Background: an optimization exercise with open tools, aiming at small area. Do not read the settings as production practice.
The RTL was checked by simulation tests, not by an equivalence proof against the original design.
No activity file was given, so power comes from the tool's default toggle rates.

==> flow/design.v <==
module regs (
input         clk,
input         rst_n,
input  [ 4:0] rs1,
input  [ 4:0] rs2,
input         hz1,         
input         hz2,
output [31:0] rs1_dat,
output [31:0] rs2_dat,
input         we,
input  [ 4:0] rd,
input  [31:0] rd_dat
);
reg  [31:1] valid;
reg  [32*32-1:32] mem;
wire [31:1] wsel;
wire [31:1] sel1;
wire [31:1] sel2;
genvar i;
generate for (i = 1; i < 32; i = i + 1) begin : g_reg
    assign wsel[i] = we & (rd == i);
    always @(posedge clk or negedge rst_n)
        if (~rst_n)       valid[i] <= 1'b0;
        else if (wsel[i]) valid[i] <= 1'b1;
    always @(posedge clk)
        if (wsel[i]) mem[i*32 +: 32] <= rd_dat;
    assign sel1[i] = (rs1 == i) & valid[i] & ~hz1;
    assign sel2[i] = (rs2 == i) & valid[i] & ~hz2;
end endgenerate
genvar b;
generate for (b = 0; b < 32; b = b + 1) begin : g_rd
    wire [31:1] t1, t2;
    for (i = 1; i < 32; i = i + 1) begin : g_t
        assign t1[i] = sel1[i] & mem[i*32 + b];
        assign t2[i] = sel2[i] & mem[i*32 + b];
    end
    assign rs1_dat[b] = (|t1) | (hz1 & rd_dat[b]);
    assign rs2_dat[b] = (|t2) | (hz2 & rd_dat[b]);
end endgenerate
endmodule
module alu (
input      [31:0] a,
input      [31:0] b,
input      [ 2:0] funct3,
input             arith,      
input             sub,        
input             force_add,  
output     [31:0] sum,
output            eq,
output            lts,
output            ltu,
output reg [31:0] res
);
wire [32:0] s33 = {1'b0, a} + {1'b0, b ^ {32{sub}}} + {32'b0, sub};
assign sum = s33[31:0];
assign eq  = ~|sum;
assign ltu = ~s33[32];
assign lts = (a[31] ^ b[31]) ? a[31] : sum[31];
wire        left = (funct3 == 3'b001);
wire [31:0] a_rev;
wire [31:0] sr;
wire [31:0] sr_rev;
genvar i;
generate for (i = 0; i < 32; i = i + 1) begin : g_rev
    assign a_rev[i]  = a[31-i];
    assign sr_rev[i] = sr[31-i];
end endgenerate
wire [31:0] sin  = left ? a_rev : a;
wire        fill = ~left & arith & a[31];
wire [32:0] sx   = $signed({fill, sin}) >>> b[4:0];
assign sr = sx[31:0];
wire [31:0] shf = left ? sr_rev : sr;
always @(*) begin
    if (force_add) res = sum;
    else case (funct3)
        3'b000: res = sum;
        3'b001: res = shf;
        3'b010: res = {31'b0, lts};
        3'b011: res = {31'b0, ltu};
        3'b100: res = a ^ b;
        3'b101: res = shf;
        3'b110: res = a | b;
        default: res = a & b;
    endcase
end
endmodule
module starsea_core
(
  input          clk                ,
  input          rst_n              ,
  input          intr               ,
  output  [31:0] inst_addr          ,
  input   [31:0] inst_data          ,
  output         dram_we_o          ,
  output  [ 3:0] dram_be_o          ,
  output         dram_rd_o          ,
  output  [31:0] dram_addr_o        ,
  output  [31:0] dram_wdat_o        ,
  input   [31:0] dram_rdat          ,
  output         reg_bus_we         ,
  output  [31:0] reg_bus_addr       ,
  output  [31:0] reg_bus_wdat       ,
  output         reg_bus_rd         ,
  input   [31:0] reg_bus_rdat
);
reg  [31:0] pc_inc;         
reg  [31:0] inst_ex;        
reg  [31:0] pc_d;           
reg  [ 4:0] rd_d;           
reg  [31:0] add_res;        
reg         add_res_val;
reg  [31:0] addr;           
reg  [31:0] wdat;           
reg  [ 2:0] funct3_wb;
reg         dram_we;
reg         dram_as;
reg         csrr_rd_en;
reg         btype_inst_wb;
reg         jalr_bran_take;
reg         btype_bran_take;
reg         ecall_bran_take;
reg         ebreak_bran_take;
reg         mret_bran_take;
reg         misalign_bran_take;
reg         jalr_misalign_bran_take;
reg         j_misalign_exception_ex;
reg         j_misalign_bran_take;
reg         intr_d;
reg         intr_bran_take;
reg  [31:0] mtvec;
reg  [31:0] mstatus;
reg  [31:0] mepc;
reg  [31:0] mtval;
reg  [ 3:0] mcause;
reg         v_mtvec;
reg         v_mstatus;
reg         started;
reg         v_mepc;
reg         v_mtval;
reg         v_add_res;
wire grp_x      = intr_bran_take | misalign_bran_take | jalr_misalign_bran_take |
                  j_misalign_bran_take | mret_bran_take | ebreak_bran_take;
wire pc_jump_en = grp_x | ecall_bran_take | jalr_bran_take | btype_bran_take;
wire [3:0] pc_sel = {grp_x, ecall_bran_take, jalr_bran_take, pc_jump_en};
wire s_jalr  = pc_sel == 4'b0011;
wire s_addr  = pc_sel == 4'b0001 | s_jalr | (pc_sel == 4'b1001 & mret_bran_take);
wire s_mtvec = pc_sel == 4'b0101 | (pc_sel == 4'b1001 & ~mret_bran_take);
wire s_inc   = ~s_addr & ~s_mtvec & started;
wire [31:0] pc = ({32{s_addr}} & {addr[31:1], addr[0] & ~s_jalr}) |
                 ({32{s_mtvec & v_mtvec}} & mtvec) |
                 ({32{s_mtvec & ~v_mtvec}} & 32'd4) |
                 ({32{s_inc}} & pc_inc);
assign inst_addr = pc;
wire        jal_inst = inst_data[6:0] == 7'b1101111;
wire [31:0] jal_imm  = {{11{inst_data[31]}}, inst_data[31], inst_data[19:12], inst_data[20], inst_data[30:21], 1'b0};
wire        j_misalign_exception = jal_inst & (pc[0] | (pc[1] ^ inst_data[21]));
always @(posedge clk or negedge rst_n)
    if (~rst_n) started <= 1'b0;
    else        started <= 1'b1;
always @(posedge clk) begin
    pc_inc  <= pc + (jal_inst ? jal_imm : 32'd4);
    inst_ex <= inst_data;
end
always @(posedge clk) begin
    pc_d         <= pc;
end
wire [6:0] op     = inst_ex[6:0];
wire [2:0] f3     = inst_ex[14:12];
wire [6:0] f7     = inst_ex[31:25];
wire [11:0] f12   = inst_ex[31:20];
wire is_r     = op == 7'b0110011;
wire is_iari  = op == 7'b0010011;
wire is_load  = op == 7'b0000011;
wire is_store = op == 7'b0100011;
wire is_lui   = op == 7'b0110111;
wire is_auipc = op == 7'b0010111;
wire is_br    = op == 7'b1100011;
wire is_jal   = op == 7'b1101111;
wire is_jalr  = op == 7'b1100111 && f3 == 3'b000;
wire is_sys   = op == 7'b1110011;
wire is_i     = is_load | is_iari | (op == 7'b1100111);
wire [4:0] rs1_ex = is_lui ? 5'b0 : inst_ex[19:15];
wire [4:0] rs2_ex = inst_ex[24:20];
wire [4:0] rd_ex  = (is_br | is_store | ~started) ? 5'b0 : inst_ex[11:7];
wire [31:0] imm_s = {{20{inst_ex[31]}}, inst_ex[31:25], is_store ? inst_ex[11:7] : inst_ex[24:20]};
wire [31:0] imm_u = {inst_ex[31:12], 12'b0};
wire [31:0] imm_b = {{20{inst_ex[31]}}, inst_ex[7], inst_ex[30:25], inst_ex[11:8], 1'b0};
wire go = ~pc_jump_en & started;      
wire [4:0] rs1_nx = (inst_data[6:0] == 7'b0110111) ? 5'b0 : inst_data[19:15];
wire [4:0] rs2_nx = inst_data[24:20];
wire hz1_nx = go & (rs1_nx == rd_ex) & (|rd_ex);
wire hz2_nx = go & (rs2_nx == rd_ex) & (|rd_ex);
always @(posedge clk) begin
    hazard_rs1 <= hz1_nx;
    hazard_rs2 <= hz2_nx;
end
wire [31:0] opa, opb;       
reg         hazard_rs1, hazard_rs2;
wire [31:0] rd_dat;
wire        rd_val = dram_as | add_res_val | csrr_rd_en;
regs u_regs (
.clk     (clk                ),
.rst_n   (rst_n              ),
.rs1     (rs1_ex             ),
.rs2     (rs2_ex             ),
.hz1     (hazard_rs1         ),
.hz2     (hazard_rs2         ),
.rs1_dat (opa                ),
.rs2_dat (opb                ),
.we      (rd_val             ),
.rd      (rd_d               ),
.rd_dat  (rd_dat             )
);
wire [31:0] alu_b = (is_r | is_br) ? opb : is_lui ? imm_u : imm_s;
wire        alu_sub = is_br | ((is_r | is_iari) & (f3 == 3'b010 | f3 == 3'b011)) |
                      (is_r & f3 == 3'b000 & f7[5]);
wire [31:0] sum, alu_res;
wire        eq, lts, ltu;
alu u_alu (
.a         (opa        ),
.b         (alu_b      ),
.funct3    (f3         ),
.arith     (f7[5]      ),
.sub       (alu_sub    ),
.force_add (is_lui     ),
.sum       (sum        ),
.eq        (eq         ),
.lts       (lts        ),
.ltu       (ltu        ),
.res       (alu_res    )
);
wire op_ok = (f7 == 7'b0000000) |
             (f7 == 7'b0100000 & (f3 == 3'b101 | (is_r & f3 == 3'b000))) |
             (is_iari & f3 != 3'b001 & f3 != 3'b101);
wire [31:0] pc_b   = is_auipc ? imm_u : is_br ? imm_b : 32'd4;
wire [31:0] pc_sum = pc_d + pc_b;
reg br_cond;
always @(*) begin
    case (f3)
    3'b000: br_cond = eq;
    3'b001: br_cond = ~eq;
    3'b100: br_cond = lts;
    3'b110: br_cond = ltu;
    3'b111: br_cond = ~ltu;
    default: br_cond = ~lts;
    endcase
end
wire load_misalign_exception  = go & is_load &
                                ((f3 == 3'b010 & (|sum[1:0])) | ((f3 == 3'b001 | f3 == 3'b101) & sum[0]));
wire store_misalign_exception = go & is_store &
                                ((f3 == 3'b010 & (|sum[1:0])) | (f3 == 3'b001 & sum[0]));
wire misalign_exception       = btype_inst_wb & (|pc[1:0]);
wire jalr_misalign_exception  = jalr_bran_take & addr[1];
wire ecall_ex  = go & is_sys & f12 == 12'h000 & f3 == 3'b000;
wire ebreak_ex = go & is_sys & f12 == 12'h001 & f3 == 3'b000;
wire mret_ex   = go & is_sys & f7 == 7'h18 & f3 == 3'b000;
wire csrw      = go & is_sys & f3 == 3'b001;
wire intr_take = intr & ~intr_d & mstatus[3] & v_mstatus;
wire upd_res = go & (((is_r | is_iari) & op_ok) | is_lui | is_auipc | is_jal | is_jalr);
always @(posedge clk)
    if (upd_res) add_res <= (is_auipc | is_jal | is_jalr) ? pc_sum : alu_res;
wire csr_r = is_sys & f3 == 3'b010;
wire [31:0] csr_rd = ({32{csr_r & f12 == 12'h300 & v_mstatus}} & mstatus) |
                     ({32{csr_r & f12 == 12'h305 & v_mtvec}} & mtvec) |
                     ({32{csr_r & f12 == 12'h305 & ~v_mtvec}} & 32'd4) |
                     ({32{((csr_r & f12 == 12'h341) | f3 == 3'b000) & v_mepc}} & mepc) |
                     ({32{csr_r & f12 == 12'h342}} & {28'b0, mcause}) |
                     ({32{csr_r & f12 == 12'h343 & v_mtval}} & mtval);
always @(posedge clk) begin
    addr          <= is_br ? pc_sum : is_sys ? csr_rd : sum;
    wdat          <= opb;
    funct3_wb     <= f3;
    rd_d          <= rd_ex;
    btype_inst_wb <= is_br & started;
end
always @(posedge clk or negedge rst_n)
    if (~rst_n) begin
        add_res_val             <= 1'b0;
        dram_we                 <= 1'b0;
        dram_as                 <= 1'b0;
        csrr_rd_en              <= 1'b0;
        jalr_bran_take          <= 1'b0;
        btype_bran_take         <= 1'b0;
        ecall_bran_take         <= 1'b0;
        ebreak_bran_take        <= 1'b0;
        mret_bran_take          <= 1'b0;
        misalign_bran_take      <= 1'b0;
        jalr_misalign_bran_take <= 1'b0;
        j_misalign_exception_ex <= 1'b0;
        j_misalign_bran_take    <= 1'b0;
        intr_d                  <= 1'b0;
        intr_bran_take          <= 1'b0;
    end else begin
        add_res_val             <= go & (is_r | is_iari | is_lui | is_auipc | is_jal | is_jalr);
        dram_we                 <= go & is_store & ~store_misalign_exception;
        dram_as                 <= go & is_load & ~load_misalign_exception;
        csrr_rd_en              <= go & is_sys & (f3 == 3'b001 | f3 == 3'b010 | f3 == 3'b111);
        jalr_bran_take          <= go & is_jalr;
        btype_bran_take         <= go & is_br & ((hazard_rs1 & hazard_rs2) | br_cond);
        ecall_bran_take         <= ecall_ex;
        ebreak_bran_take        <= ebreak_ex;
        mret_bran_take          <= mret_ex;
        misalign_bran_take      <= misalign_exception | load_misalign_exception | store_misalign_exception;
        jalr_misalign_bran_take <= jalr_misalign_exception;
        j_misalign_exception_ex <= j_misalign_exception;
        j_misalign_bran_take    <= j_misalign_exception_ex;
        intr_d                  <= intr;
        intr_bran_take          <= intr_take;
    end
always @(posedge clk)
    if (wr_mtvec) mtvec <= opa;
wire wr_mtvec   = csrw && f12 == 12'h305;
wire wr_mstatus = csrw && f12 == 12'h300;
wire wr_mepc_rs = csrw && f12 == 12'h341;
wire wr_mepc_pc = ecall_ex | ebreak_ex | store_misalign_exception | load_misalign_exception |
                  misalign_exception | intr_take;
wire wr_mtval_pc  = misalign_exception | jalr_misalign_exception | j_misalign_exception_ex;
wire wr_mtval_sum = load_misalign_exception | store_misalign_exception;
always @(posedge clk)
    if (wr_mstatus) mstatus <= opa;
always @(posedge clk)
    if (wr_mepc_rs)      mepc <= opa;
    else if (wr_mepc_pc) mepc <= pc_d;
always @(posedge clk)
    if (wr_mtval_pc)       mtval <= pc;
    else if (wr_mtval_sum) mtval <= sum;
always @(posedge clk or negedge rst_n)
    if (~rst_n) begin
        v_mtvec   <= 1'b0;
        v_mstatus <= 1'b0;
        v_mepc    <= 1'b0;
        v_mtval   <= 1'b0;
        v_add_res <= 1'b0;
    end else begin
        if (wr_mtvec)                   v_mtvec   <= 1'b1;
        if (wr_mstatus)                 v_mstatus <= 1'b1;
        if (wr_mepc_rs | wr_mepc_pc)    v_mepc    <= 1'b1;
        if (wr_mtval_pc | wr_mtval_sum) v_mtval   <= 1'b1;
        if (upd_res)                    v_add_res <= 1'b1;
    end
always @(posedge clk or negedge rst_n)
    if (~rst_n)                       mcause <= 4'd0;
    else if (ecall_ex)                mcause <= 4'd11;
    else if (ebreak_ex)               mcause <= 4'd3;
    else if (load_misalign_exception) mcause <= 4'd4;
    else if (store_misalign_exception) mcause <= 4'd6;
    else if (misalign_exception)      mcause <= 4'd0;
wire [31:0] dout = addr[31] ? reg_bus_rdat : dram_rdat;
reg  [ 7:0] ld_byte;
always @(*) begin
    case (addr[1:0])
    2'd0: ld_byte = dout[ 7: 0];
    2'd1: ld_byte = dout[15: 8];
    2'd2: ld_byte = dout[23:16];
    default: ld_byte = dout[31:24];
    endcase
end
wire [15:0] ld_half = addr[1] ? dout[31:16] : dout[15:0];
reg  [31:0] load_data;
always @(*) begin
    case (funct3_wb)
    3'b000: load_data = {{24{ld_byte[7]}}, ld_byte};
    3'b100: load_data = {24'b0, ld_byte};
    3'b001: load_data = {{16{ld_half[15]}}, ld_half};
    3'b101: load_data = {16'b0, ld_half};
    3'b010: load_data = dout;
    default: load_data = 32'b0;
    endcase
end
assign rd_dat = dram_as ? load_data : csrr_rd_en ? addr : (add_res & {32{v_add_res}});
wire sb = funct3_wb == 3'b000;
wire sh = funct3_wb == 3'b001;
wire sw = funct3_wb == 3'b010;
wire [3:0] be;
assign be[0] = (sb & addr[1:0] == 2'd0) | (sh & ~addr[1]) | sw;
assign be[1] = (sb & addr[1:0] == 2'd1) | (sh & ~addr[1]) | sw;
assign be[2] = (sb & addr[1:0] == 2'd2) | (sh &  addr[1]) | sw;
assign be[3] = (sb & addr[1:0] == 2'd3) | (sh &  addr[1]) | sw;
wire [31:0] st_dat;
assign st_dat[ 7: 0] = be[0] ? wdat[7:0] : 8'b0;
assign st_dat[15: 8] = be[1] ? (sb ? wdat[7:0] : wdat[15:8]) : 8'b0;
assign st_dat[23:16] = be[2] ? (sw ? wdat[23:16] : wdat[7:0]) : 8'b0;
assign st_dat[31:24] = be[3] ? (sb ? wdat[7:0] : sh ? wdat[15:8] : wdat[31:24]) : 8'b0;
assign dram_we_o    = dram_we & ~addr[31];
assign dram_rd_o    = dram_as & ~addr[31];
assign dram_be_o    = be;
assign dram_addr_o  = {~addr[30], ~addr[30], addr[29:0]};
assign dram_wdat_o  = st_dat;
assign reg_bus_we   = dram_we & addr[31];
assign reg_bus_rd   = dram_as & addr[31];
assign reg_bus_addr = addr;
assign reg_bus_wdat = st_dat;
endmodule
==> flow/flow/run.sh <==
#!/bin/bash
# Standard ORFS layout (the standard.sh), with these changes to how it is made:
#  - ABC maps the logic with an area-oriented script (abc_area_nf.script) in place
#    of ORFS's delay-oriented one; registers are mapped before ABC, so they are
#    the standard synthesis's registers; adders are mapped with Yosys's own
#    carry-lookahead instead of ORFS's Kogge-Stone map;
#  - after global routing, gates off the critical paths are downsized
#    (ORFS's power recovery, RECOVER_POWER 100);
#  - the port buffers are buf_1 cells instead of clkdlybuf4s50_1;
#  - clock tree synthesis uses small clock buffers, larger sink clusters and
#    no dummy loads.
# ORFS writes each step's full log to orfs/logs/; make's own output goes to
# flow_make.log in the work folder.
set -euo pipefail
cd "$(dirname "$0")/.."
W=$PWD
rm -rf "$W/scripts_alt"
cp -r "$FLOW_HOME/scripts" "$W/scripts_alt"
cp "$W/flow/abc_area_nf.script" "$W/scripts_alt/abc_speed.script"
bash "$W/standard.sh" "SCRIPTS_DIR=$W/scripts_alt" \
    "SYNTH_OPERATIONS_ARGS=-nofsm" "RECOVER_POWER=100" \
    "BUFFER_PORTS_ARGS=-buffer_cell sky130_fd_sc_hd__buf_1" \
    'CTS_ARGS=-sink_clustering_enable -repair_clock_nets -dont_use_dummy_load -buf_list sky130_fd_sc_hd__clkbuf_8 -root_buf sky130_fd_sc_hd__clkbuf_8 -sink_clustering_size 12 -sink_clustering_max_diameter 60' \
    finish > "$W/flow_make.log" 2>&1
==> flow/flow/abc_area_nf.script <==
&get -n
&st
&dch
&nf -R 1000 -p -F 8 -A 4
&put
==> flow/standard.sh <==
#!/bin/bash
# synth_recipe.tcl (not shown) runs the flow's synth.tcl, then flattens the netlist and writes it again
# the make line also repeats each setting of config.mk as NAME=value (left out here)
make -C /OpenROAD-flow-scripts/flow DESIGN_CONFIG=/design/flow/config.mk WORK_HOME=/design/flow/orfs CLKGATE_MAP_FILE= SYNTH_SCRIPT=/design/flow/synth_recipe.tcl "${@:-finish}"
==> flow/config.mk <==
export PLATFORM = sky130hd
export DESIGN_NAME = starsea_core
export DESIGN_NICKNAME = starsea_core
export VERILOG_FILES = /design/flow/design.v
export SDC_FILE = /design/flow/constraint.sdc
export NUM_CORES = 4
export LEC_CHECK = 0
export CAP_MARGIN = 20
export CORE_MARGIN = 2
export CORE_UTILIZATION = 40
export SLEW_MARGIN = 20
==> flow/constraint.sdc <==
create_clock -name core_clock -period 12.0 [get_ports {clk}]
set_input_delay 2.4000 -clock core_clock [delete_from_list [all_inputs] [get_ports {clk}]]
set_output_delay 2.4000 -clock core_clock [all_outputs]
set_load 0.01 [all_outputs]
==> run summary, run 1 <==
status=complete, but fails checks; Failed Checks=capacitance limit, slew limit; DRT antenna net count=0; Reg area=39,400 um^2; Sink Count=1,378; GRT Residual Overflow=0; CP peak stage delay=0.93 ns; Die Height=404 um; share of layout cells above drive strength 1=7.33%; Hold WS=0.378 ns; RSZ-0062 raised after global routing=no; worst reg2reg startpoint=csrr_rd_en$_DFF_PN0_; site row count=146; Hold Path Depth=0; Total GRT Usage=38.6%; Fin. Hold Viols=0; R2R setup slack=0.76 ns; dominant synthesized flop cell=edfxtp_1; final WL=324,000 um; initial antenna violation count=33; final setup fails=0; Via-to-Cell Ratio=7.36; PostCTS Resize Cnt=0; most frequent cells in the layout=edfxtp_1 (1,152), a22oi_1 (518), nand2_1 (474); Tcrit/Tclk final=94.5%; Die W=404 um; Worst Hold Class=reg -> reg; CTS Buf Count=142; min Tclk post-route=11.34 ns; Clock Tree Buf Depth=3; I/O Buffers=266; CTS H-tree lvls=4; synth warn=3; drt pass-1 iters=11; commonest non-fill, non-tap cell in the layout=edfxtp_1; Layout Nets=5,905; CTS root buf=clkbuf_8; cell count after synthesis=5,009; syn nets=5,305; largest net degree at the start of global routing=66; Crit Path Class=in -> reg; first-pass GRT wire length=433,000 um; num ports=267; worst reg2reg path endpoint=add_res[0]$_DFFE_PP_; Synth Area per Inst=12.8 um^2; Post-synth EDFFs=1,152; Max Freq=88.2 MHz; RePlAce Congestion=1.01; post-synthesis sequential element count=1,378; part of the Yosys area used for sequential elements=61.5%; TritonCTS clock tree=yes; final slew viol count=1,837; Worst Path Required=12.62 ns; min-delay src=j_misalign_exception_ex$_DFF_PN0_; Max-slew headroom=-183%; most frequent CP cell=a211oi_1; DRC=0; drt first-iter violations=12,700; Synth area leader=edfxtp_1; largest fanout on the critical path=32; top cell type's share of synthesized area=54.0%; ys async rst share=4.06%; Max-cap violations=70; vias in the first global route=52,700; die area=163,000 um^2; synth unique cells=61; Crit-path slowest cell=clkbuf_1; Clk Latency, worst-skew pair=0.99 ns; Final Skew=0.161 ns; FILL cells=14,500; Multi-input gate area=24,100 um^2; startpoint type of the worst setup path=input port; worst-margin pin slew=4.25 ns; Post-Syn Area=64,000 um^2; Peak VDD IR=0.118 mV; post-CTS setup buffer count=0; Initial Util=40.3%; R2R cell count=29; total number of vias=56,800; Core Area=159,000 um^2; WP data arrival=11.96 ns; cts hold-fix bufs=0; HPWL after DPL=211,000 um; top cells by area, synth=edfxtp_1 (54%), a22oi_1 (6.1%), dfxtp_1 (5.3%), a222oi_1 (4.4%), ha_1 (3.0%); pwr dens=121 nW/um^2; Worst-path clk slew=0.07 ns; leakage dissipation=24.4 nW; TNS Setup=0 ns; Worst Hold End=j_misalign_bran_take$_DFF_PN0_; Worst Setup End Kind=flop; WL per Instance=42.0 um; Area growth, synth to finish=11.3%
[synthesized netlist by cell type, types with 6 or more instances]
cell type / instances
or3_1: 12
xor2_1: 54
ha_1: 152
fa_1: 45
and3_1: 60
mux2i_1: 99
a221oi_1: 102
o21ai_0: 222
a211o_1: 8
buf_4: 63
o2111ai_1: 15
o211ai_1: 38
a21boi_0: 7
mux2_1: 24
edfxtp_1: 1152
or2_0: 38
a21o_1: 9
nor2_1: 265
xnor2_1: 31
o21a_1: 27
nand4_1: 163
dfxtp_1: 170
nand2b_1: 14
and4_1: 7
a21oi_1: 224
a22o_1: 73
nor2b_1: 24
clkinv_1: 160
a222oi_1: 282
a22oi_1: 518
nand2_1: 474
a2111o_1: 6
o221ai_1: 35
nor3_1: 70
dfrtp_1: 56
a31oi_1: 11
a211oi_1: 39
a221o_1: 10
nand3_1: 133
nor4_1: 22
and2_0: 35
o22ai_1: 17
[layout make-up]
type	instances	area share, %
Clock buffer	142	2.74
Sequential cell	1378	55.3
Timing Repair Buffer	519	3.58
Inverter	160	0.843
Tap cell	2072	3.64
Multi-Input combinational cell	3408	33.8
Antenna cell	40	0.140
[state kept, by name, indices dropped and copies added, names as in the netlist, 3 cells and up]
name	count
rd_d	5
funct3_wb	3
mcause	4
add_res	32
u_regs.mem	992
inst_ex	32
mtval	32
wdat	32
u_regs.valid	31
addr	32
mtvec	32
mepc	32
pc_inc	32
mstatus	32
pc_d	31
[routing by layer]
layer	global-route usage, %	up-vias	routed length [um]
met3	18.6	1336	54900
met4	23.1	22	24100
met2	53.9	5775	131000
li1	-	21900	-
met1	48.1	27800	114000
met5	1.69	-	616
[how the worst max path moves through the flow]
stage | start | endpoint | slack [ns] | cells past startpoint
after floorplan | inst_ex[2]$_DFF_P_ | add_res[0]$_DFFE_PP_ | 0.87 | 26
after global placement | reg_bus_rdat[25] | add_res[0]$_DFFE_PP_ | 1.01 | 37
after detailed placement | reg_bus_rdat[25] | add_res[0]$_DFFE_PP_ | 0.79 | 37
after CTS | reg_bus_rdat[25] | add_res[0]$_DFFE_PP_ | 1.74 | 37
after global routing | dram_rdat[11] | add_res[0]$_DFFE_PP_ | 0.56 | 36
final | dram_rdat[11] | add_res[0]$_DFFE_PP_ | 0.66 | 36
[through the flow]
step	utilization (%)	setup WS, ns	instance area (um^2)	total power [W]	std cells
floorplan	-	0.872	64000	0.00567	5009
global placement	43.9	1.01	69800	0.00599	7535
detailed placement	44.0	0.789	69800	0.00599	7536
CTS	45.2	1.74	71800	0.00856	7678
global route	44.9	0.555	71200	0.00877	7696
finish	44.9	0.657	71300	0.00860	7719
[kinds of logic (layout without fill, tap and decap cells)]
logic type	Yosys count	count (layout)	synth area share (%)
compound gates	1667	1667	19.4
xor+xnor	85	85	1.16
fa+ha+maj	197	197	4.38
buf+inv	223	821	1.68
flops	1378	1378	61.5
mux	123	123	1.97
other cells	1	41	0.00586
simple gates	1335	1335	9.85
[worst max-delay path, delay by kind of cell]
kind | cells | cell delay [ns]
compound gates | 17 | 4.65
xor+xnor | 2 | 0.43
fa+ha+maj | 2 | 0.81
buf+inv | 4 | 1.65
mux | 3 | 0.98
simple gates | 8 | 1.02
[where the power goes]
group,switching [W],internal [W]
Sequential,0.0000698,0.00519
Clock,0.00164,0.00105
Combinational,0.000480,0.000171
Total,0.00219,0.00641
==> run 2: changes to the inputs <==
--- a/flow/config.mk
+++ b/flow/config.mk
@@ -7,5 +7,5 @@
 export LEC_CHECK = 0
 export CAP_MARGIN = 20
 export CORE_MARGIN = 2
-export CORE_UTILIZATION = 40
+export CORE_UTILIZATION = 50
 export SLEW_MARGIN = 20
==> run 2 against run 1 <==
Compared with the run above: worst hold slack got worse by 0.015 ns; synthesized cell count is the same; core utilization grew 11 points; sequential power hardly changed; total power down 0.25%; die area shrank 20%; wire length fell by 2.6%; global-route usage increased by 8.4 points; final cell count fell by 5.9%; critical endpoint unchanged; worst setup slack better by 0.054 ns; the layout still fails its checks (capacitance limit, slew limit); flip-flop and latch count stayed put.
==> run summary, run 2 <==
Worst Setup End Kind=flop; vias in the first global route=51,600; Max Freq=88.6 MHz; Die W=362 um; Peak VDD IR=0.132 mV; die area=131,000 um^2; Post-Syn Area=64,000 um^2; final WL=316,000 um; RePlAce Congestion=1.03; pwr dens=122 nW/um^2; syn nets=5,305; Fin. Hold Viols=0; Clk Latency, worst-skew pair=0.92 ns; synth warn=3; worst-margin pin slew=4.33 ns; CP peak stage delay=1.53 ns; top cells by area, synth=edfxtp_1 (54%), a22oi_1 (6.1%), dfxtp_1 (5.3%), a222oi_1 (4.4%), ha_1 (3.0%); drt first-iter violations=13,100; TNS Setup=0 ns; total number of vias=56,400; Initial Util=50.3%; Worst Path Required=12.55 ns; Max-slew headroom=-189%; min-delay src=j_misalign_exception_ex$_DFF_PN0_; Crit-path slowest cell=and3_1; drt pass-1 iters=14; WP data arrival=11.84 ns; CTS Buf Count=143; Failed Checks=capacitance limit, slew limit; ys async rst share=4.06%; part of the Yosys area used for sequential elements=61.5%; cell count after synthesis=5,009; R2R setup slack=0.71 ns; WL per Instance=43.5 um; Commonest cells post-synth=edfxtp_1 (1,152), a22oi_1 (518), nand2_1 (474); DRT antenna net count=0; CTS root buf=clkbuf_8; I/O Buffers=266; Clock Tree Buf Depth=3; DRC=0; HPWL after DPL=208,000 um; worst reg2reg path endpoint=add_res[0]$_DFFE_PP_; Layout Nets=5,891; num ports=267; max layer used=met5; post-synthesis sequential element count=1,378; Sink Count=1,378; top cell type's share of synthesized area=54.0%; commonest non-fill, non-tap cell in the layout=edfxtp_1; Final Skew=0.123 ns; Synth area leader=edfxtp_1; dominant synthesized flop cell=edfxtp_1; RSZ-0062 raised after global routing=no; placed cells=7,110; synth unique cells=61; GRT Residual Overflow=0; DR WL met2=120,000 um; leakage dissipation=24.2 nW; TritonCTS clock tree=yes; Via-to-Cell Ratio=7.76; worst reg2reg startpoint=inst_ex[6]$_DFF_P_; final cell count without fillers=7,264; Largest register FFs=992; FILL cells=10,800; metal3 WL=59,100 um; startpoint type of the worst setup path=flop; post-CTS setup buffer count=0; largest register by flop count=u_regs.mem; most frequent cells in the layout=edfxtp_1 (1,152), a22oi_1 (518), nand2_1 (473); status=complete, but fails checks; Max-cap violations=70; Tcrit/Tclk final=94.1%; R2R cell count=33; Crit Path Class=reg -> reg; Post-synth EDFFs=1,152; final slew viol count=2,040; first-pass GRT wire length=423,000 um; initial antenna violation count=22; metal1 wirelength=115,000 um; site row count=131; PostCTS Resize Cnt=0; Worst-path clk slew=0.09 ns; count leader, synth=edfxtp_1; largest net degree at the start of global routing=66; Total GRT Usage=47.0%; Die Height=362 um; CTS H-tree lvls=4; min Tclk post-route=11.29 ns; Synth Area per Inst=12.8 um^2; Worst Hold Class=reg -> reg; Hold Path Depth=0; Core Area=127,000 um^2; share of layout cells above drive strength 1=6.99%; cts hold-fix bufs=0; Area growth, synth to finish=10.2%; most frequent CP cell=a211oi_1; final setup fails=0; largest fanout on the critical path=17; Worst Hold End=j_misalign_bran_take$_DFF_PN0_
-- run 2: cell types whose count changed in the layout (fill, tap and decap cells not counted), sizes merged --
cell | before | now
diode | 40 | 9
buf | 412 | 386
clkbuf | 249 | 261
-- run 2: logic make-up after synthesis --
| kind of cell | after synthesis | share of synthesized area, % |
|---|---|---|
| fa+ha+maj | 197 | 4.38 |
| simple gates | 1335 | 9.85 |
| buf+inv | 223 | 1.68 |
| mux | 123 | 1.97 |
| other cells | 1 | 0.00586 |
| flops | 1378 | 61.5 |
| compound gates | 1667 | 19.4 |
| xor+xnor | 85 | 1.16 |
-- run 2: worst max path at each step --
stage                                   from              endpoint  slack [ns]  cells after the start
after floorplan           inst_ex[2]$_DFF_P_  add_res[0]$_DFFE_PP_        0.87                     26
after global placement      reg_bus_rdat[25]  add_res[0]$_DFFE_PP_        1.29                     36
after detailed placement    reg_bus_rdat[25]  add_res[0]$_DFFE_PP_        1.11                     36
after CTS                 inst_ex[6]$_DFF_P_  add_res[0]$_DFFE_PP_        1.63                     31
after global routing         addr[1]$_DFF_P_  add_res[0]$_DFFE_PP_        0.42                     33
final                     inst_ex[6]$_DFF_P_  add_res[0]$_DFFE_PP_        0.71                     33
-- run 2: critical path: cells and delay by family (launching register included) --
family	cells	cell delay [ns]
xor gates and xnor gates	1	0.25
muxes	1	0.56
and+or+nand+nor	13	4.26
AOI/OAI and AO/OA	14	3.42
DFF	1	0.40
adders and majority gates	2	0.85
buffers and inverters	2	1.20
-- run 2: power by group --
group	leakage [nW]	total (W)	internal, W	switching [W]
combinational	9.88	0.000659	0.000171	0.000487
clock	1.03	0.00266	0.00106	0.00161
sequential	13.3	0.00526	0.00519	0.0000690
-- run 2: per-stage QoR --
stage | area [um^2] | setup WS, ns | hold slack, ns | power (W) | util, %
detailed placement | 69100 | 1.11 | 0.364 | 0.00599 | 54.3
global route | 70500 | 0.416 | 0.383 | 0.00875 | 55.4
global placement | 69100 | 1.29 | 0.366 | 0.00599 | 54.3
finish | 70600 | 0.711 | 0.363 | 0.00858 | 55.4
floorplan | 64000 | 0.872 | 0.348 | 0.00567 | -
CTS | 71100 | 1.63 | 0.367 | 0.00853 | 55.8
-- run 2: final cells by class --
class                   instances  area, um^2  area share (%)
clock buffers                 143        1970            2.79
multi-input cells            3408       24100            34.1
well taps                    1662        2080            2.95
diodes                          9        22.5          0.0319
inverters                     160         601           0.851
flip-flops and latches       1378       39400            55.8
repair buffers                504        2410            3.42
-- run 2: routing by layer --
layer	vias up	track usage [%]
li1	21800	-
met1	27700	64.4
met2	5756	61.5
met3	1081	21.7
met4	14	25.1
met5	-	0
==> run 3: changes to the inputs <==
--- a/flow/design.v
+++ b/flow/design.v
@@ -178,7 +178,6 @@
 wire is_jal   = op == 7'b1101111;
 wire is_jalr  = op == 7'b1100111 && f3 == 3'b000;
 wire is_sys   = op == 7'b1110011;
-wire is_i     = is_load | is_iari | (op == 7'b1100111);
 wire [4:0] rs1_ex = is_lui ? 5'b0 : inst_ex[19:15];
 wire [4:0] rs2_ex = inst_ex[24:20];
 wire [4:0] rd_ex  = (is_br | is_store | ~started) ? 5'b0 : inst_ex[11:7];
@@ -190,12 +189,12 @@
 wire [4:0] rs2_nx = inst_data[24:20];
 wire hz1_nx = go & (rs1_nx == rd_ex) & (|rd_ex);
 wire hz2_nx = go & (rs2_nx == rd_ex) & (|rd_ex);
+reg  hazard_rs1, hazard_rs2;
 always @(posedge clk) begin
     hazard_rs1 <= hz1_nx;
     hazard_rs2 <= hz2_nx;
 end
 wire [31:0] opa, opb;       
-reg         hazard_rs1, hazard_rs2;
 wire [31:0] rd_dat;
 wire        rd_val = dram_as | add_res_val | csrr_rd_en;
 regs u_regs (
==> flow/flow/run.sh (replaced) <==
#!/bin/bash
# Standard ORFS layout (the standard.sh), with these changes to how it is made:
#  - ABC maps the logic with an area-oriented script (abc_area_nf.script) in place
#    of ORFS's delay-oriented one; registers are mapped before ABC, so they are
#    the standard synthesis's registers; adders are mapped with Yosys's own
#    carry-lookahead instead of ORFS's Kogge-Stone map;
#  - the port buffers are buf_1 cells instead of clkdlybuf4s50_1;
#  - clock tree synthesis uses small clock buffers, larger sink clusters and
#    no dummy loads.
# ORFS writes each step's full log to orfs/logs/; make's own output goes to
# flow_make.log in the work folder.
set -euo pipefail
cd "$(dirname "$0")/.."
W=$PWD
rm -rf "$W/scripts_alt"
cp -r "$FLOW_HOME/scripts" "$W/scripts_alt"
cp "$W/flow/abc_area_nf.script" "$W/scripts_alt/abc_speed.script"
bash "$W/standard.sh" "SCRIPTS_DIR=$W/scripts_alt" \
    "SYNTH_OPERATIONS_ARGS=-nofsm" \
    "BUFFER_PORTS_ARGS=-buffer_cell sky130_fd_sc_hd__buf_1" \
    'CTS_ARGS=-sink_clustering_enable -repair_clock_nets -dont_use_dummy_load -buf_list sky130_fd_sc_hd__clkbuf_8 -root_buf sky130_fd_sc_hd__clkbuf_8 -sink_clustering_size 14 -sink_clustering_max_diameter 60' \
    finish > "$W/flow_make.log" 2>&1
--- a/flow/config.mk
+++ b/flow/config.mk
@@ -8,4 +8,5 @@
 export CAP_MARGIN = 20
 export CORE_MARGIN = 2
 export CORE_UTILIZATION = 50
+export PLACE_DENSITY = 0.9
 export SLEW_MARGIN = 20
==> run 3 against run 2 <==
Compared with the run above: now clean on timing, DRC and antenna; register-to-register slack better by 0.92 ns; final area is 0.30% higher; die area stayed put; worst hold slack better by 0.019 ns; critical path depth is 3 higher; sequential power hardly changed; first-iteration DRC count is 16% higher; worst setup slack better by 0.67 ns; fmax is 6.3% higher; clock skew is 0.079 ns higher; via count is 1.7% higher.
==> run summary, run 3 <==
status=complete, no violations; switching share of power=24.8%; initial antenna violation count=30; first-pass GRT wire length=406,000 um; part of the Yosys area used for sequential elements=61.5%; cell count after synthesis=5,009; Via-to-Cell Ratio=7.91; pre-CTS setup slack=1.09 ns; dominant synthesized flop cell=edfxtp_1; CP peak stage delay=0.67 ns; P_sw=0.00206 W; Commonest cells post-synth=edfxtp_1 (1,152), a22oi_1 (518), nand2_1 (474); Post-Syn Area=64,000 um^2; num ports=267; Tcrit/Tclk final=88.5%; Crit-path slowest cell=clkinv_1; CTS H-tree lvls=3; placed cells=7,109; drt first-iter violations=15,100; final setup fails=0; count leader, synth=edfxtp_1; drt pass-1 iters=15; Peak VDD IR=0.116 mV; GRT Residual Overflow=0; CTS root buf=clkbuf_8; Die Height=362 um; TNS Setup=0 ns; share of layout cells above drive strength 1=8.44%; synth unique cells=61; Clk Latency, worst-skew pair=0.97 ns; Layout Nets=5,866; ys async rst share=4.06%; worst-margin pin slew=1.29 ns; Worst Setup End Kind=flop; Synth Area per Inst=12.8 um^2; cts hold-fix bufs=0; top cells by area, synth=edfxtp_1 (54%), a22oi_1 (6.1%), dfxtp_1 (5.3%), a222oi_1 (4.4%), ha_1 (3.0%); Comb pwr share=7.8%; HPWL after DPL=197,000 um; Core Util, Final=55.6%; Worst Hold Class=reg -> reg; Clock Tree Buf Depth=3; site row count=131; post-synthesis sequential element count=1,378; Worst Path Required=12.57 ns; Core Area=127,000 um^2; Fin. Hold Viols=0; final WL=299,000 um; startpoint type of the worst setup path=input port; Synth area leader=edfxtp_1; RSZ-0062 raised after global routing=no; Initial Util=50.3%; post-CTS setup buffer count=0; largest register by flop count=u_regs.mem; Sink Count=1,378; Max Freq=94.2 MHz; commonest non-fill, non-tap cell in the layout=edfxtp_1; syn nets=5,305; Crit Path Class=in -> reg; leakage dissipation=24.6 nW; WL per Instance=41.2 um; Total GRT Usage=44.3%; Post-synth EDFFs=1,152; most frequent CP cell=nand2_1; largest fanout on the critical path=32; largest net degree at the start of global routing=66; most frequent cells in the layout=edfxtp_1 (1,152), a22oi_1 (518), nand2_1 (474); CTS Buf Count=119; min Tclk post-route=10.62 ns; total number of vias=57,400; final slew viol count=0; RePlAce Congestion=1.05; Largest register FFs=992; Pint=0.00624 W; Seq pwr share=63.3%; Area growth, synth to finish=10.5%; Max-slew headroom=13.8%; final worst slack=1.38 ns; I/O Buffers=266; Final Skew=0.202 ns; Worst-path clk slew=0.08 ns; WP data arrival=11.19 ns; R2R setup slack=1.63 ns; PostCTS Resize Cnt=0; die area=131,000 um^2; clock power share=28.9%; TritonCTS clock tree=yes; Die W=362 um; DRT antenna net count=0; DRC=0; Max-cap violations=0; FILL cells=10,200; Total Power=0.00830 W; pwr dens=117 nW/um^2; synth warn=3; top cell type's share of synthesized area=54.0%; vias in the first global route=53,800; final cell count without fillers=7,255
==> run 3: cell count changes in the layout (fill, tap and decap cells not counted), sizes merged <==
| cell | previous run | this run |
|---|---|---|
| clkbuf | 261 | 122 |
| buf | 386 | 500 |
| diode | 9 | 25 |
==> run 3: power groups by stage <==
stage	clock network [W]	registers, W	logic, W
floorplan	0	0.00534	0.000332
global placement	0	0.00535	0.000603
detailed placement	0	0.00535	0.000608
CTS	0.00237	0.00524	0.000611
global route	0.00252	0.00525	0.000669
finish	0.00240	0.00525	0.000647
==> run 3: metrics by stage <==
stage	hold slack, ns	area [um^2]
floorplan	0.348	64000
global placement	0.357	69000
detailed placement	0.376	69000
CTS	0.379	70700
global route	0.386	70700
finish	0.382	70800
==> run 3: worst paths after layout <==
kind | from | endpoint | cells after the start
worst min-delay path | j_misalign_exception_ex$_DFF_PN0_ | j_misalign_bran_take$_DFF_PN0_ | 0
min in group asynchronous | rst_n | dram_we$_DFF_PN0_ | 2
worst max-delay path | reg_bus_rdat[28] | add_res[0]$_DFFE_PP_ | 36
max in group asynchronous | rst_n | u_regs.valid[21]$_DFFE_PN0P_ | 2
worst min register to register | j_misalign_exception_ex$_DFF_PN0_ | j_misalign_bran_take$_DFF_PN0_ | 0
worst max register to register | addr[31]$_DFF_P_ | add_res[0]$_DFFE_PP_ | 34
==> run 3: cell type report <==
type                    instances  area, um^2  area share, %
diodes                         25        62.6         0.0884
clock buffers                 119        1640           2.31
inverters                     160         601          0.849
multi-input cells            3408       24200           34.2
flip-flops and latches       1378       39400           55.7
well taps                    1662        2080           2.94
repair buffers                503        2780           3.93
==> run 3: critical path, delay by kind of cell <==
kind                     cells  cell delay, ns
buffers and inverters        3            0.94
multiplexers                 2            0.62
AND/OR/NAND/NOR             11            1.77
adder cells (fa/ha/maj)      2            0.77
XOR/XNOR                     2            0.42
AO/OA/AOI/OAI               16            4.27
==> run 3: routing by layer <==
layer  routed length (um)  part of all wire, %  vias to the layer above  global-route usage, %
li1                     -                    -                    21800                      -
met1                95100                   32                    27100                   53.4
met2               117000                   39                     6772                   60.4
met3                56400                   19                     1704                   22.4
met4                29400                  9.9                       29                   32.5
met5                  858                 0.29                        -                   2.92
==> run 3: kinds of logic after synthesis <==
| logic type | Yosys count | share of synthesized area, % |
|---|---|---|
| AOI/OAI and AO/OA | 1667 | 19.4 |
| buffers and inverters | 223 | 1.68 |
| muxes | 123 | 1.97 |
| and+or+nand+nor | 1335 | 9.85 |
| adders and majority gates | 197 | 4.38 |
| xor gates and xnor gates | 85 | 1.16 |
| other | 1 | 0.00586 |
| DFF | 1378 | 61.5 |
==> run 4: changes to the inputs <==
--- a/flow/config.mk
+++ b/flow/config.mk
@@ -8,5 +8,5 @@
 export CAP_MARGIN = 20
 export CORE_MARGIN = 2
 export CORE_UTILIZATION = 50
-export PLACE_DENSITY = 0.9
+export GPL_ROUTABILITY_DRIVEN = 0
 export SLEW_MARGIN = 20
==> run 4 against run 3 <==
Compared with the run above: count of clock-buffer cells in the layout rose by 12; die area did not move; total power rose by 2.0%; worst hold slack improved by 0.025 ns.
==> run summary, run 4 <==
status=complete, no violations; I/O Buffers=266; CTS Buf Count=131; Die W=362 um; count leader, synth=edfxtp_1; synth warn=3; Post-synth EDFFs=1,152; Reg area=39,400 um^2; Worst Path Required=12.67 ns; WL per Instance=42.6 um; final setup fails=0; die area=131,000 um^2; final slew viol count=0; CTS H-tree lvls=4; synth unique cells=61; site row count=131; final worst slack=1.47 ns; Initial Util=50.3%; Crit Path Class=reg -> reg; syn nets=5,305; Worst Hold Class=reg -> reg; Fin. Hold Viols=0; Post-Syn Area=64,000 um^2; leakage dissipation=24.6 nW; post-synthesis sequential element count=1,378; FILL cells=10,700; critical path's top delay family=compound AO/OA/AOI/OAI gates; first-pass GRT wire length=418,000 um; post-CTS setup buffer count=0; Synth area leader=edfxtp_1; Sink Count=1,378; final cell count without fillers=7,248; initial antenna violation count=19; HPWL after DPL=200,000 um; num ports=267; min Tclk post-route=10.53 ns; largest fanout on the critical path=19; Crit-path slowest cell=a21oi_1; Final Skew=0.109 ns; Die Height=362 um; Max Freq=95.0 MHz; crit path buf inv count=1; top cells by area, synth=edfxtp_1 (54%), a22oi_1 (6.1%), dfxtp_1 (5.3%), a222oi_1 (4.4%), ha_1 (3.0%); share of layout cells above drive strength 1=9.16%; Layout Nets=5,875; commonest non-fill, non-tap cell in the layout=edfxtp_1; Hold WS=0.407 ns; total number of vias=57,100; Via-to-Cell Ratio=7.87; cts hold-fix bufs=0; Commonest cells post-synth=edfxtp_1 (1,152), a22oi_1 (518), nand2_1 (474); WP data arrival=11.20 ns; vias in the first global route=52,500; Tcrit/Tclk final=87.7%; Peak VDD IR=0.100 mV; ys async rst share=4.06%; Max-cap violations=0; CTS root buf=clkbuf_8; drt first-iter violations=14,400; Clk Latency, worst-skew pair=0.92 ns; top cell type's share of synthesized area=54.0%; Largest register FFs=992; Core Area=127,000 um^2; Max-slew headroom=13.0%; most frequent CP cell=a211oi_1; part of the Yosys area used for sequential elements=61.5%; DRT antenna net count=0; dominant synthesized flop cell=edfxtp_1; worst-margin pin slew=1.29 ns; most frequent cells in the layout=edfxtp_1 (1,152), a22oi_1 (518), nand2_1 (474); cell count after synthesis=5,009; Total GRT Usage=46.0%; pwr dens=119 nW/um^2; DRC=0; pre-CTS setup slack=1.49 ns; Clock Tree Buf Depth=3; Worst Setup End Kind=flop; startpoint type of the worst setup path=flop; final WL=309,000 um; largest register by flop count=u_regs.mem; drt pass-1 iters=15; Area growth, synth to finish=10.8%; TritonCTS clock tree=yes; TNS Setup=0 ns; Synth Area per Inst=12.8 um^2; Worst-path clk slew=0.09 ns; PostCTS Resize Cnt=0; RSZ-0062 raised after global routing=no; GRT Residual Overflow=0; Multi-input gate area=24,300 um^2; CP peak stage delay=1.16 ns; largest net degree at the start of global routing=66; placed cells=7,107
[run 4: cell counts after synthesis]
Identical to the previous run, type by type.
[run 4: worst register-to-register path: cells and delay by family, from the launching register on]
family / cells / cell delay [ns]
AOI/OAI and AO/OA: 16 / 4.63
xor gates and xnor gates: 1 / 0.54
adders and majority gates: 2 / 0.81
buffers and inverters: 1 / 0.18
DFF: 1 / 0.41
muxes: 1 / 0.27
and+or+nand+nor: 11 / 3.43
[run 4: per-stage QoR]
| stage | power (W) | utilization, % | cell area [um^2] |
|---|---|---|---|
| final | 0.00846 | 55.7 | 70900 |
| after global routing | 0.00862 | 55.7 | 70900 |
| after CTS | 0.00839 | 55.6 | 70900 |
| after detailed placement | 0.00596 | 54.2 | 69100 |
| after global placement | 0.00595 | 54.2 | 69100 |
| after floorplan | 0.00567 | - | 64000 |
[run 4: cells by family (layout without fill, tap and decap cells)]
group | count (synthesis) | in the layout | synth area share (%)
buf+inv | 223 | 791 | 1.68
simple gates | 1335 | 1335 | 9.85
other cells | 1 | 10 | 0.00586
xor+xnor | 85 | 85 | 1.16
fa+ha+maj | 197 | 197 | 4.38
flops | 1378 | 1378 | 61.5
mux | 123 | 123 | 1.97
compound gates | 1667 | 1667 | 19.4
[run 4: path summary, 6_finish.rpt]
kind                                                         from                           endpoint  slack, ns  depth (start not counted)
worst min register to register  j_misalign_exception_ex$_DFF_PN0_     j_misalign_bran_take$_DFF_PN0_       0.41                          0
worst max-delay path                           inst_ex[6]$_DFF_P_               add_res[0]$_DFFE_PP_       1.47                         32
worst max register to register                 inst_ex[6]$_DFF_P_               add_res[0]$_DFFE_PP_       1.47                         32
worst min-delay path            j_misalign_exception_ex$_DFF_PN0_     j_misalign_bran_take$_DFF_PN0_       0.41                          0
min in group asynchronous                                   rst_n  j_misalign_exception_ex$_DFF_PN0_       1.71                          2
max in group asynchronous                                   rst_n                  dram_as$_DFF_PN0_       9.66                          2
[run 4: area by class of cell]
class | count | area share (%)
Tap cell | 1662 | 2.93
Antenna cell | 9 | 0.0318
Multi-Input combinational cell | 3408 | 34.2
Clock buffer | 131 | 2.54
Timing Repair Buffer | 500 | 3.90
Inverter | 160 | 0.847
Sequential cell | 1378 | 55.6
[run 4: where the power goes]
part           switching [W]  internal, W
clock network        0.00159     0.000975
registers          0.0000698      0.00519
logic               0.000470     0.000174
[run 4: layer usage]
metal  vias to the layer above  global-route usage [%]  routed length, um
li1                      21800                       -                  -
met1                     27700                    60.6             106000
met2                      6245                    60.0             118000
met3                      1338                    22.4              59900
met4                        28                    28.5              24200
met5                         -                    3.88               1050

## port drivers added, routing unchanged
The flow's constraints put no driver on any port. The routed layouts listed below were extracted and timed again, unchanged, in two steps. Step 1 sets driving cells, clkbuf_16 on the clock port and buf_2 on the other inputs (assumed; they add their load-dependent delay and slew). Step 2, shift: input delay + t, output delay - t, t = (earliest + latest rising clock arrival at the registers) / 2. This alone moves slack from input paths to output paths. a / b / c = ideal / step 1 / step 2; a / b = the first two.
run | t (ns) | slack for setup (ns) | worst hold slack (ns) | worst data-port slew with drivers (ns) | pins driven straight from the clock port
run 1 | 0.996 | 0.657 / 0.708 / -0.289 | 0.378 / 0.378 / 0.378 | 0.06 | 1
run 2 | 0.944 | 0.711 / 0.711 / 0.025 | 0.363 / 0.363 / 0.363 | 0.08 | 1
run 3 | 0.952 | 1.379 / 1.443 / 0.491 | 0.382 / 0.382 / 0.382 | 0.06 | 1
run 4 | 0.954 | 1.473 / 1.473 / 0.807 | 0.407 / 0.407 / 0.407 | 0.10 | 1
The setup slack of run 1, which loses most, moves by +0.051 ns with the drivers and by -0.946 ns with both steps.
